This is an optimization exercise on Yosys and OpenROAD, whose aim is small area, not a production implementation. Only simulation tests tie the RTL to the original design; equivalence was not proved. No activity file was given, so power comes from the tool's default toggle rates.

== P ==
## dualcore
module dualcore(
    input clk,
    input reset,
    input  [24-1:0]  ins_code1_proc1,
    input  [24-1:0]  ins_code2_proc2,
    output [8-1:0]   pc_proc1_code1,
    output [8-1:0]   pc_proc2_code2,
    output [16-1:0] dataOut1,
    output [16-1:0] dataOut2
);
export LEC_CHECK = 0
export CAP_MARGIN = 0
export CORE_MARGIN = 2
export CORE_UTILIZATION = 65
export CTS_BUF_LIST = sky130_fd_sc_hd__clkbuf_16
export CTS_CLUSTER_DIAMETER = 60
export CTS_CLUSTER_SIZE = 25
export SLEW_MARGIN = 0
create_clock -name core_clock -period 10.0 [get_ports {clk}]
standard.sh (not shown) runs the stock make flow with config.mk's settings and CLKGATE_MAP_FILE= SYNTH_SCRIPT=/design/flow/synth_recipe.tcl, a recipe that flattens the netlist after the stock synthesis.
==> flow/flow/run.sh <==
#!/bin/bash
# Own layout flow: the standard ORFS flow (standard.sh), with two changes:
#  - synthesis maps logic with an area-oriented ABC script (abc_area.script
#    here, which runs ABC's &deepsyn for five minutes) instead of ORFS's
#    delay-driven one; everything else in synthesis,
#    including flip-flop mapping, is the standard synthesis script
#    (synth_recipe.tcl), which synth.tcl here sources;
#  - the input and output port buffers are the smallest buffer cell.
# Each tool's output is in the ORFS logs under orfs/logs; make's own output
# goes to make.log in this folder.
set -euo pipefail
WORK=$(pwd)
export OWN_ABC_SCRIPT="$WORK/flow/abc_area.script"
export FLOW_SYNTH_TCL="$WORK/synth_recipe.tcl"
sed -e "s#SYNTH_SCRIPT=[^ ]*#SYNTH_SCRIPT=$WORK/flow/synth.tcl#" standard.sh > standard_own.sh
bash standard_own.sh "BUFFER_PORTS_ARGS=-buffer_cell sky130_fd_sc_hd__buf_1" \
  "CTS_ARGS=-sink_clustering_enable -repair_clock_nets -buf_list sky130_fd_sc_hd__clkbuf_16 -sink_clustering_size 32 -sink_clustering_max_diameter 50 -dont_use_dummy_load" \
  finish > make.log 2>&1
==> flow/flow/abc_area.script <==
strash
ifraig
scorr
dc2
strash
&get -n
&deepsyn -T 300
&dch -f
&nf -R 1000
&put
topo
==> flow/flow/synth.tcl <==
# The standard synthesis (synth_recipe.tcl), with ABC run on our own
# script: the -script argument that ORFS passes to abc is replaced.
proc abc {args} {
  set i [lsearch -exact $args -script]
  if { $i >= 0 } {
    lset args [expr { $i + 1 }] $::env(OWN_ABC_SCRIPT)
  }
  yosys abc {*}$args
}
source $::env(FLOW_SYNTH_TCL)
P has completed all stages; timing, DRC and antenna checks passed.
Relative to P, the following input files were edited for Q:
Settings: CTS_BUF_LIST: sky130_fd_sc_hd__clkbuf_16 -> unset; CTS_CLUSTER_SIZE: 25 -> unset; CTS_CLUSTER_DIAMETER: 60 -> unset.
==> flow/flow/run.sh <==
#!/bin/bash
# Own layout flow: the standard ORFS flow (standard.sh), with these
# changes:
#  - synthesis maps logic with an area-oriented ABC script (abc_area.script
#    here, which runs ABC's &deepsyn for five minutes) instead of ORFS's
#    delay-driven one; everything else in synthesis, including flip-flop
#    mapping, is the standard synthesis script (synth_recipe.tcl), which
#    synth.tcl here sources, except that adders are left to ABC instead of
#    being mapped to the platform's adder cells (ADDER_MAP_FILE empty);
#  - the input and output port buffers are the smallest buffer cell;
#  - clock tree synthesis uses clkbuf_8 sink buffers (clkbuf_16 at the root),
#    clusters of up to 18 sinks within 45 um, and no dummy loads.
# Each tool's output is in the ORFS logs under orfs/logs; make's own output
# goes to make.log in this folder.
set -euo pipefail
WORK=$(pwd)
export OWN_ABC_SCRIPT="$WORK/flow/abc_area.script"
export FLOW_SYNTH_TCL="$WORK/synth_recipe.tcl"
sed -e "s#SYNTH_SCRIPT=[^ ]*#SYNTH_SCRIPT=$WORK/flow/synth.tcl#" standard.sh > standard_own.sh
bash standard_own.sh "BUFFER_PORTS_ARGS=-buffer_cell sky130_fd_sc_hd__buf_1" \
  "ADDER_MAP_FILE=" \
  "CTS_ARGS=-sink_clustering_enable -repair_clock_nets -buf_list sky130_fd_sc_hd__clkbuf_8 -root_buf sky130_fd_sc_hd__clkbuf_16 -sink_clustering_size 18 -sink_clustering_max_diameter 45 -dont_use_dummy_load" \
  finish > make.log 2>&1
### Flow results
Q was carried through to the last stage, and its layout satisfied the timing, DRC and antenna checks.
Taking P over Q, the count of clock-buffer cells in the layout ratio works out to 0.71.
Re max capacitance violation total: no difference whatsoever between Q and P.
Q against P: multi-input combinational area share moved down, combinational group share of total power rose 2.5 points, register-to-register slack went down 0.26 ns.
For R, these inputs were changed with respect to Q:
Settings: CTS_BUF_LIST now sky130_fd_sc_hd__clkbuf_16, previously not set; CTS_CLUSTER_SIZE now 25, previously not set; CTS_CLUSTER_DIAMETER now 60, previously not set.
==> flow/flow/run.sh <==
#!/bin/bash
# Own layout flow: the standard ORFS flow (standard.sh), with two changes:
#  - synthesis maps logic with an area-oriented ABC script (abc_area.script
#    here, which runs ABC's &deepsyn for five minutes) instead of ORFS's
#    delay-driven one; everything else in synthesis,
#    including flip-flop mapping, is the standard synthesis script
#    (synth_recipe.tcl), which synth.tcl here sources;
#  - the input and output port buffers are the smallest buffer cell.
# Each tool's output is in the ORFS logs under orfs/logs; make's own output
# goes to make.log in this folder.
set -euo pipefail
WORK=$(pwd)
export OWN_ABC_SCRIPT="$WORK/flow/abc_area.script"
export FLOW_SYNTH_TCL="$WORK/synth_recipe.tcl"
sed -e "s#SYNTH_SCRIPT=[^ ]*#SYNTH_SCRIPT=$WORK/flow/synth.tcl#" standard.sh > standard_own.sh
bash standard_own.sh "BUFFER_PORTS_ARGS=-buffer_cell sky130_fd_sc_hd__buf_1" \
  "CTS_ARGS=-sink_clustering_enable -repair_clock_nets -buf_list sky130_fd_sc_hd__clkbuf_16 -sink_clustering_size 40 -sink_clustering_max_diameter 45 -dont_use_dummy_load" \
  finish > make.log 2>&1
## What came out
Every run (R and Q) finished clean.
Going from Q to R, layout inverter count without the clock tree grew by more than 10%.
Compared with Q, R shows a lower headroom to the max-slew limit.
Summary of R over Q: count of plain and timing-repair buffers lower; async set-or-reset flop fraction in the synthesized netlist closely matched the old numbers; global-route wire length before repair held steady; clock-buffer cell count now sits lower; parity-gate share of the synthesized area counting xor and xnor cells went down 0.27 points.
In the flow results for R and Q, the worst setup slack is smaller on Q.
Compared with Q, switching component of the power in R decreased by a few percent.
### R -> S
Settings: CTS_CLUSTER_SIZE no longer set, was 25; CTS_CLUSTER_DIAMETER no longer set, was 60; CTS_BUF_LIST no longer set, was sky130_fd_sc_hd__clkbuf_16.
==> flow/flow/run.sh <==
#!/bin/bash
# Own layout flow: the standard ORFS flow (standard.sh), with these
# changes:
#  - synthesis maps logic with an area-oriented ABC script (abc_area.script
#    here, which runs ABC's &deepsyn for five minutes) instead of ORFS's
#    delay-driven one; everything else in synthesis, including flip-flop
#    mapping, is the standard synthesis script (synth_recipe.tcl), which
#    synth.tcl here sources;
#  - the input and output port buffers are the smallest buffer cell;
#  - clock tree synthesis uses clkbuf_8 sink buffers (clkbuf_16 at the root),
#    clusters of up to 18 sinks within 45 um, and no dummy loads.
# Each tool's output is in the ORFS logs under orfs/logs; make's own output
# goes to make.log in this folder.
set -euo pipefail
WORK=$(pwd)
export OWN_ABC_SCRIPT="$WORK/flow/abc_area.script"
export FLOW_SYNTH_TCL="$WORK/synth_recipe.tcl"
sed -e "s#SYNTH_SCRIPT=[^ ]*#SYNTH_SCRIPT=$WORK/flow/synth.tcl#" standard.sh > standard_own.sh
bash standard_own.sh "BUFFER_PORTS_ARGS=-buffer_cell sky130_fd_sc_hd__buf_1" \
  "CTS_ARGS=-sink_clustering_enable -repair_clock_nets -buf_list sky130_fd_sc_hd__clkbuf_4 -root_buf sky130_fd_sc_hd__clkbuf_16 -sink_clustering_size 10 -sink_clustering_max_diameter 30 -dont_use_dummy_load" \
  finish > make.log 2>&1
Notes after the runs:
- S: full flow OK, the timing, DRC and antenna checks passed
- The first-iteration DRC count in R is 1.14 times that in S.
- The number of buffers created by CTS of S is higher than that of R.
- R → S: combinational cell fraction of total power has increased, final cell count without fillers +64.
- Comparing R against S, there is no change at all in number of storage elements in the synthesis netlist.
- Going from R to S, critical path depth shrinks by 3.7%.
Here is what was changed in the inputs of T compared with S.
Settings: setting CTS_BUF_LIST to sky130_fd_sc_hd__clkbuf_16 for the first time; setting CTS_CLUSTER_DIAMETER to 60 for the first time; setting CTS_CLUSTER_SIZE to 30 for the first time.
==> flow/flow/run.sh <==
#!/bin/bash
# Own layout flow: the standard ORFS flow (standard.sh), with two changes:
#  - synthesis maps logic with an area-oriented ABC script (abc_area.script
#    here) instead of ORFS's delay-driven one; everything else in synthesis,
#    including flip-flop mapping, is the standard synthesis script
#    (synth_recipe.tcl), which synth.tcl here sources;
#  - the input and output port buffers are the smallest buffer cell.
# Each tool's output is in the ORFS logs under orfs/logs; make's own output
# goes to make.log in this folder.
set -euo pipefail
WORK=$(pwd)
export OWN_ABC_SCRIPT="$WORK/flow/abc_area.script"
export FLOW_SYNTH_TCL="$WORK/synth_recipe.tcl"
sed -e "s#SYNTH_SCRIPT=[^ ]*#SYNTH_SCRIPT=$WORK/flow/synth.tcl#" standard.sh > standard_own.sh
bash standard_own.sh "BUFFER_PORTS_ARGS=-buffer_cell sky130_fd_sc_hd__buf_1" finish > make.log 2>&1
==> flow/flow/abc_area.script <==
strash
ifraig
scorr
dc2
strash
&get -n
&dch -f
&nf -R 1000
&put
topo
Notes after the runs:
The signed area change from the synthesized netlist to the final layout in T sits 2.3 points above the value recorded for S. Compared to S, T was floorplanned on a bigger die. Compared with S, T shows sequential share of layout area lower by 2.9 points. Wire: T routes more than S. T: slew of the pin with the lowest slew margin is 0.11 ns higher than what S reported. When T is measured against S, its slack of the critical path turns out 0.24 ns higher.

Setup of job 4824:
dualcore again, from the RTL that the note above started with.
Design dualcore, start of the top module:
module dualcore(
    input clk,
    input reset,
    input  [24-1:0]  ins_code1_proc1,
    input  [24-1:0]  ins_code2_proc2,
    output [8-1:0]   pc_proc1_code1,
    output [8-1:0]   pc_proc2_code2,
    output [16-1:0] dataOut1,
    output [16-1:0] dataOut2
);
Settings: LEC_CHECK=0, CAP_MARGIN=0, CORE_MARGIN=2, CORE_UTILIZATION=65, CTS_BUF_LIST=sky130_fd_sc_hd__clkbuf_16, CTS_CLUSTER_DIAMETER=60, CTS_CLUSTER_SIZE=25, SLEW_MARGIN=0; clock period 10.0 ns.
==> flow/flow/run.sh <==
#!/bin/bash
# Own layout flow: the standard ORFS flow (standard.sh), with two changes:
#  - synthesis maps logic with an area-oriented ABC script (abc_area.script
#    here, which runs ABC's &deepsyn for five minutes) instead of ORFS's
#    delay-driven one; everything else in synthesis,
#    including flip-flop mapping, is the standard synthesis script
#    (synth_recipe.tcl), which synth.tcl here sources;
#  - the input and output port buffers are the smallest buffer cell.
# Each tool's output is in the ORFS logs under orfs/logs; make's own output
# goes to make.log in this folder.
set -euo pipefail
WORK=$(pwd)
export OWN_ABC_SCRIPT="$WORK/flow/abc_area.script"
export FLOW_SYNTH_TCL="$WORK/synth_recipe.tcl"
sed -e "s#SYNTH_SCRIPT=[^ ]*#SYNTH_SCRIPT=$WORK/flow/synth.tcl#" standard.sh > standard_own.sh
bash standard_own.sh "BUFFER_PORTS_ARGS=-buffer_cell sky130_fd_sc_hd__buf_1" \
  "CTS_ARGS=-sink_clustering_enable -repair_clock_nets -buf_list sky130_fd_sc_hd__clkbuf_16 -sink_clustering_size 25 -sink_clustering_max_diameter 60 -dont_use_dummy_load" \
  finish > make.log 2>&1
==> flow/flow/abc_area.script <==
strash
ifraig
scorr
dc2
strash
&get -n
&deepsyn -T 300
&dch -f
&nf -R 1000
&put
topo
Scripts as last shown in full above: flow/flow/synth.tcl
Job 4824 did not stop at any stage, and its layout met the timing, DRC and antenna checks.
For job 682, these inputs were changed with respect to job 4824:
==> flow/flow/run.sh <==
#!/bin/bash
# Own layout flow: the standard ORFS flow (standard.sh), with two changes:
#  - synthesis maps logic with an area-oriented ABC script (abc_area.script
#    here, which runs ABC's &deepsyn for ten minutes) instead of ORFS's
#    delay-driven one; everything else in synthesis,
#    including flip-flop mapping, is the standard synthesis script
#    (synth_recipe.tcl), which synth.tcl here sources;
#  - the input and output port buffers are the smallest buffer cell.
# Each tool's output is in the ORFS logs under orfs/logs; make's own output
# goes to make.log in this folder.
set -euo pipefail
WORK=$(pwd)
export OWN_ABC_SCRIPT="$WORK/flow/abc_area.script"
export FLOW_SYNTH_TCL="$WORK/synth_recipe.tcl"
sed -e "s#SYNTH_SCRIPT=[^ ]*#SYNTH_SCRIPT=$WORK/flow/synth.tcl#" standard.sh > standard_own.sh
bash standard_own.sh "BUFFER_PORTS_ARGS=-buffer_cell sky130_fd_sc_hd__buf_1" finish > make.log 2>&1
==> flow/flow/abc_area.script <==
strash
ifraig
scorr
dc2
strash
&get -n
&deepsyn -T 600
&dch -f
&nf -R 1000
&put
topo
==> run notes <==
- Length in cells of the worst reg-to-reg path in job 682 is 1 higher than in job 4824
- Compared with job 4824, job 682 shows all-layer global routing usage higher by 0.30 points.
- Taking job 4824 as the reference point, the power of job 682 rises by 0.00020 W.
- Re post-synthesis instance area: no difference whatsoever between job 682 and job 4824.
- | logic gate share of total power | higher: job 4824 |
- The setup slack of job 682 is smaller than that of job 4824.
- In the tables for job 4824 and job 682, sum of routed wire length over all layers reads lower with job 4824.
- Cmp job 682 vs job 4824: worst hold slack higher in job 682
> inputs changed (job 682 -> job 8582)
- a deleted CTS_CLUSTER_DIAMETER that had been 60
- a deleted CTS_BUF_LIST that had been sky130_fd_sc_hd__clkbuf_16
- a deleted CTS_CLUSTER_SIZE that had been 25
==> flow/flow/run.sh <==
#!/bin/bash
# Own layout flow: the standard ORFS flow (standard.sh), with these
# changes:
#  - synthesis maps logic with an area-oriented ABC script (abc_area.script
#    here, which runs ABC's &deepsyn for five minutes) instead of ORFS's
#    delay-driven one; everything else in synthesis, including flip-flop
#    mapping, is the standard synthesis script (synth_recipe.tcl), which
#    synth.tcl here sources;
#  - the input and output port buffers are the smallest buffer cell;
#  - clock tree synthesis uses clkbuf_4 sink buffers (clkbuf_16 at the root),
#    clusters of up to 12 sinks within 35 um, and no dummy loads.
# Each tool's output is in the ORFS logs under orfs/logs; make's own output
# goes to make.log in this folder.
set -euo pipefail
WORK=$(pwd)
export OWN_ABC_SCRIPT="$WORK/flow/abc_area.script"
export FLOW_SYNTH_TCL="$WORK/synth_recipe.tcl"
sed -e "s#SYNTH_SCRIPT=[^ ]*#SYNTH_SCRIPT=$WORK/flow/synth.tcl#" standard.sh > standard_own.sh
bash standard_own.sh "BUFFER_PORTS_ARGS=-buffer_cell sky130_fd_sc_hd__buf_1" \
  "CTS_ARGS=-sink_clustering_enable -repair_clock_nets -buf_list sky130_fd_sc_hd__clkbuf_4 -root_buf sky130_fd_sc_hd__clkbuf_16 -sink_clustering_size 12 -sink_clustering_max_diameter 35 -dont_use_dummy_load" \
  finish > make.log 2>&1
==> flow/flow/abc_area.script <==
strash
ifraig
scorr
dc2
strash
&get -n
&deepsyn -T 300
&dch -f
&nf -R 1000
&put
topo
- Proportion of power drawn by flip-flops and latches, job 8582 and job 682: lower on job 682
- Average routed wire per standard cell, job 8582 and job 682: higher on job 682
- Taking job 682 as the reference, in job 8582 worst setup slack picked up an extra 0.27 ns; share of cell area taken by flip-flops and latches picked up an extra 1.3 points; routed wire length lost about 3.7%.
The inputs of job 178 differ from those of job 8582 as listed below.
==> flow/flow/run.sh <==
#!/bin/bash
# Own layout flow: the standard ORFS flow (standard.sh), with these
# changes:
#  - synthesis maps logic with an area-oriented ABC script (abc_area.script
#    here, which runs ABC's &deepsyn for five minutes) instead of ORFS's
#    delay-driven one; everything else in synthesis, including flip-flop
#    mapping, is the standard synthesis script (synth_recipe.tcl), which
#    synth.tcl here sources, except that adders are left to ABC instead of
#    being mapped to the platform's adder cells (ADDER_MAP_FILE empty);
#  - the input and output port buffers are the smallest buffer cell;
#  - clock tree synthesis uses clkbuf_4 sink buffers (clkbuf_16 at the root),
#    clusters of up to 10 sinks within 30 um, and no dummy loads.
# Each tool's output is in the ORFS logs under orfs/logs; make's own output
# goes to make.log in this folder.
set -euo pipefail
WORK=$(pwd)
export OWN_ABC_SCRIPT="$WORK/flow/abc_area.script"
export FLOW_SYNTH_TCL="$WORK/synth_recipe.tcl"
sed -e "s#SYNTH_SCRIPT=[^ ]*#SYNTH_SCRIPT=$WORK/flow/synth.tcl#" standard.sh > standard_own.sh
bash standard_own.sh "BUFFER_PORTS_ARGS=-buffer_cell sky130_fd_sc_hd__buf_1" \
  "ADDER_MAP_FILE=" \
  "CTS_ARGS=-sink_clustering_enable -repair_clock_nets -buf_list sky130_fd_sc_hd__clkbuf_4 -root_buf sky130_fd_sc_hd__clkbuf_16 -sink_clustering_size 10 -sink_clustering_max_diameter 30 -dont_use_dummy_load" \
  finish > make.log 2>&1
==> comparison <==
Side by side, met2 routed wirelength turned out higher in job 178 than in job 8582. Sort job 178 and job 8582 by total number of cells along the worst setup path, descending, and job 8582 comes first. Compared with job 8582, number of inserted filler cells in the final layout in job 178 decreased by a few percent. Average wire per standard cell (lower): job 8582.
For job 997, these inputs were changed with respect to job 178:
- CTS_BUF_LIST: unset -> sky130_fd_sc_hd__clkbuf_16
- CTS_CLUSTER_DIAMETER: unset -> 60
- CTS_CLUSTER_SIZE: unset -> 25
==> flow/flow/run.sh <==
#!/bin/bash
# Own layout flow: the standard ORFS flow (standard.sh), with two changes:
#  - synthesis maps logic with an area-oriented ABC script (abc_area.script
#    here, which runs ABC's &deepsyn for five minutes) instead of ORFS's
#    delay-driven one; everything else in synthesis,
#    including flip-flop mapping, is the standard synthesis script
#    (synth_recipe.tcl), which synth.tcl here sources;
#  - the input and output port buffers are the smallest buffer cell.
# Each tool's output is in the ORFS logs under orfs/logs; make's own output
# goes to make.log in this folder.
set -euo pipefail
WORK=$(pwd)
export OWN_ABC_SCRIPT="$WORK/flow/abc_area.script"
export FLOW_SYNTH_TCL="$WORK/synth_recipe.tcl"
sed -e "s#SYNTH_SCRIPT=[^ ]*#SYNTH_SCRIPT=$WORK/flow/synth.tcl#" standard.sh > standard_own.sh
bash standard_own.sh "BUFFER_PORTS_ARGS=-buffer_cell sky130_fd_sc_hd__buf_1" \
  "CTS_ARGS=-sink_clustering_enable -repair_clock_nets -buf_list sky130_fd_sc_hd__clkbuf_8 -root_buf sky130_fd_sc_hd__clkbuf_16 -sink_clustering_size 18 -sink_clustering_max_diameter 45 -dont_use_dummy_load" \
  finish > make.log 2>&1
==> run notes <==
Measured against each other, job 997 and job 178 differ in total global-route track usage, the higher figure coming from job 178. [compare] base=job 178 new=job 997: fraction of the cycle the final worst path needs dropped 4.8 points; maximum number of pins on one net before global-route repair dropped 24. Comparing weighted congestion reported at the end of routability-driven placement for job 997 and job 178, the bigger number came from job 997. Relative to job 178, the total power density per cell area of job 997 is lower by about 5%. On minimum clock period: between job 997 and job 178, it ends up higher for job 178. There was hardly any difference in final count of hold timing violations between job 997 and job 178. Worst-path cell with the longest stage delay = sky130_fd_sc_hd__xnor2_1: job 178; worst-path cell with the longest stage delay = sky130_fd_sc_hd__nor2_2: job 997.
Setup changes, job 997 to job 599
- swapping sky130_fd_sc_hd__clkbuf_16 for sky130_fd_sc_hd__clkbuf_8 in CTS_BUF_LIST
- swapping 25 for 18 in CTS_CLUSTER_SIZE
- swapping 60 for 45 in CTS_CLUSTER_DIAMETER
==> flow/flow/run.sh <==
#!/bin/bash
# Own layout flow: the standard ORFS flow (standard.sh), with two changes:
#  - synthesis maps logic with an area-oriented ABC script (abc_area.script
#    here) instead of ORFS's delay-driven one; everything else in synthesis,
#    including flip-flop mapping, is the standard synthesis script
#    (synth_recipe.tcl), which synth.tcl here sources;
#  - the input and output port buffers are the smallest buffer cell.
# Each tool's output is in the ORFS logs under orfs/logs; make's own output
# goes to make.log in this folder.
set -euo pipefail
WORK=$(pwd)
export OWN_ABC_SCRIPT="$WORK/flow/abc_area.script"
export FLOW_SYNTH_TCL="$WORK/synth_recipe.tcl"
sed -e "s#SYNTH_SCRIPT=[^ ]*#SYNTH_SCRIPT=$WORK/flow/synth.tcl#" standard.sh > standard_own.sh
bash standard_own.sh "BUFFER_PORTS_ARGS=-buffer_cell sky130_fd_sc_hd__buf_1" finish > make.log 2>&1
==> flow/flow/abc_area.script <==
strash
ifraig
scorr
dc2
strash
&get -n
&dch -f
&nf -R 1000
&put
topo
### Flow results
Number of clock buffer instances in the layout: job 599 vs job 997 up about 4%
Taking job 599 over job 997, the sum of internal, switching and leakage power ratio works out to 1.08.
First-iteration detailed-routing DRC count: job 997 and job 599 compared, lower one is job 997
Looking at final design area excluding fillers across both flows, job 599 is the weaker of the two, with job 997 ahead.
Comparing utilization after layout for job 997 and job 599, the smaller number came from job 997.
Compound-cell area share of the yosys netlist on job 599 is down relative to job 997.

## port drivers added, routing unchanged
No port has a modelled driver above. Below, the same layouts with a new extraction and two added sets of constraints. Step 1: set_driving_cell puts a clkbuf_16 on clk and a buf_2 on each other input, an assumption about the parent block. Step 2 times the ports against the registers' clock, not the clock port: input delays grow and output delays shrink by t, the midpoint of the rising clock arrivals with the driver on. a / b / c = no drivers / after step 1 / after step 2; a / b = the first two.
| run | t (ns) | slack for setup (ns) | clock arrival spread, ns |
|---|---|---|---|
| P | 0.663 | 2.749 / 2.748 / 2.748 | 0.085 / 0.084 |
| Q | 0.621 | 2.488 / 2.488 / 2.488 | 0.077 / 0.077 |
| R | 0.649 | 2.658 / 2.658 / 2.658 | 0.106 / 0.106 |
| S | 0.655 | 2.821 / 2.821 / 2.821 | 0.109 / 0.109 |
| T | 0.653 | 3.061 / 3.061 / 2.627 | 0.047 / 0.047 |
| job 4824 | 0.649 | 2.515 / 2.515 / 2.515 | 0.092 / 0.092 |
| job 682 | 0.676 | 2.486 / 2.486 / 2.486 | 0.038 / 0.038 |
| job 8582 | 0.634 | 2.751 / 2.751 / 2.751 | 0.100 / 0.100 |
| job 178 | 0.651 | 2.384 / 2.384 / 2.384 | 0.093 / 0.093 |
| job 997 | 0.621 | 2.865 / 2.865 / 2.865 | 0.094 / 0.094 |
| job 599 | 0.718 | 3.223 / 3.223 / 2.869 | 0.065 / 0.065 |
After both steps setup and hold are still met in every run listed. The setup slack of T, which loses most, moves by 0.000 ns with the drivers and by -0.434 ns with both steps.
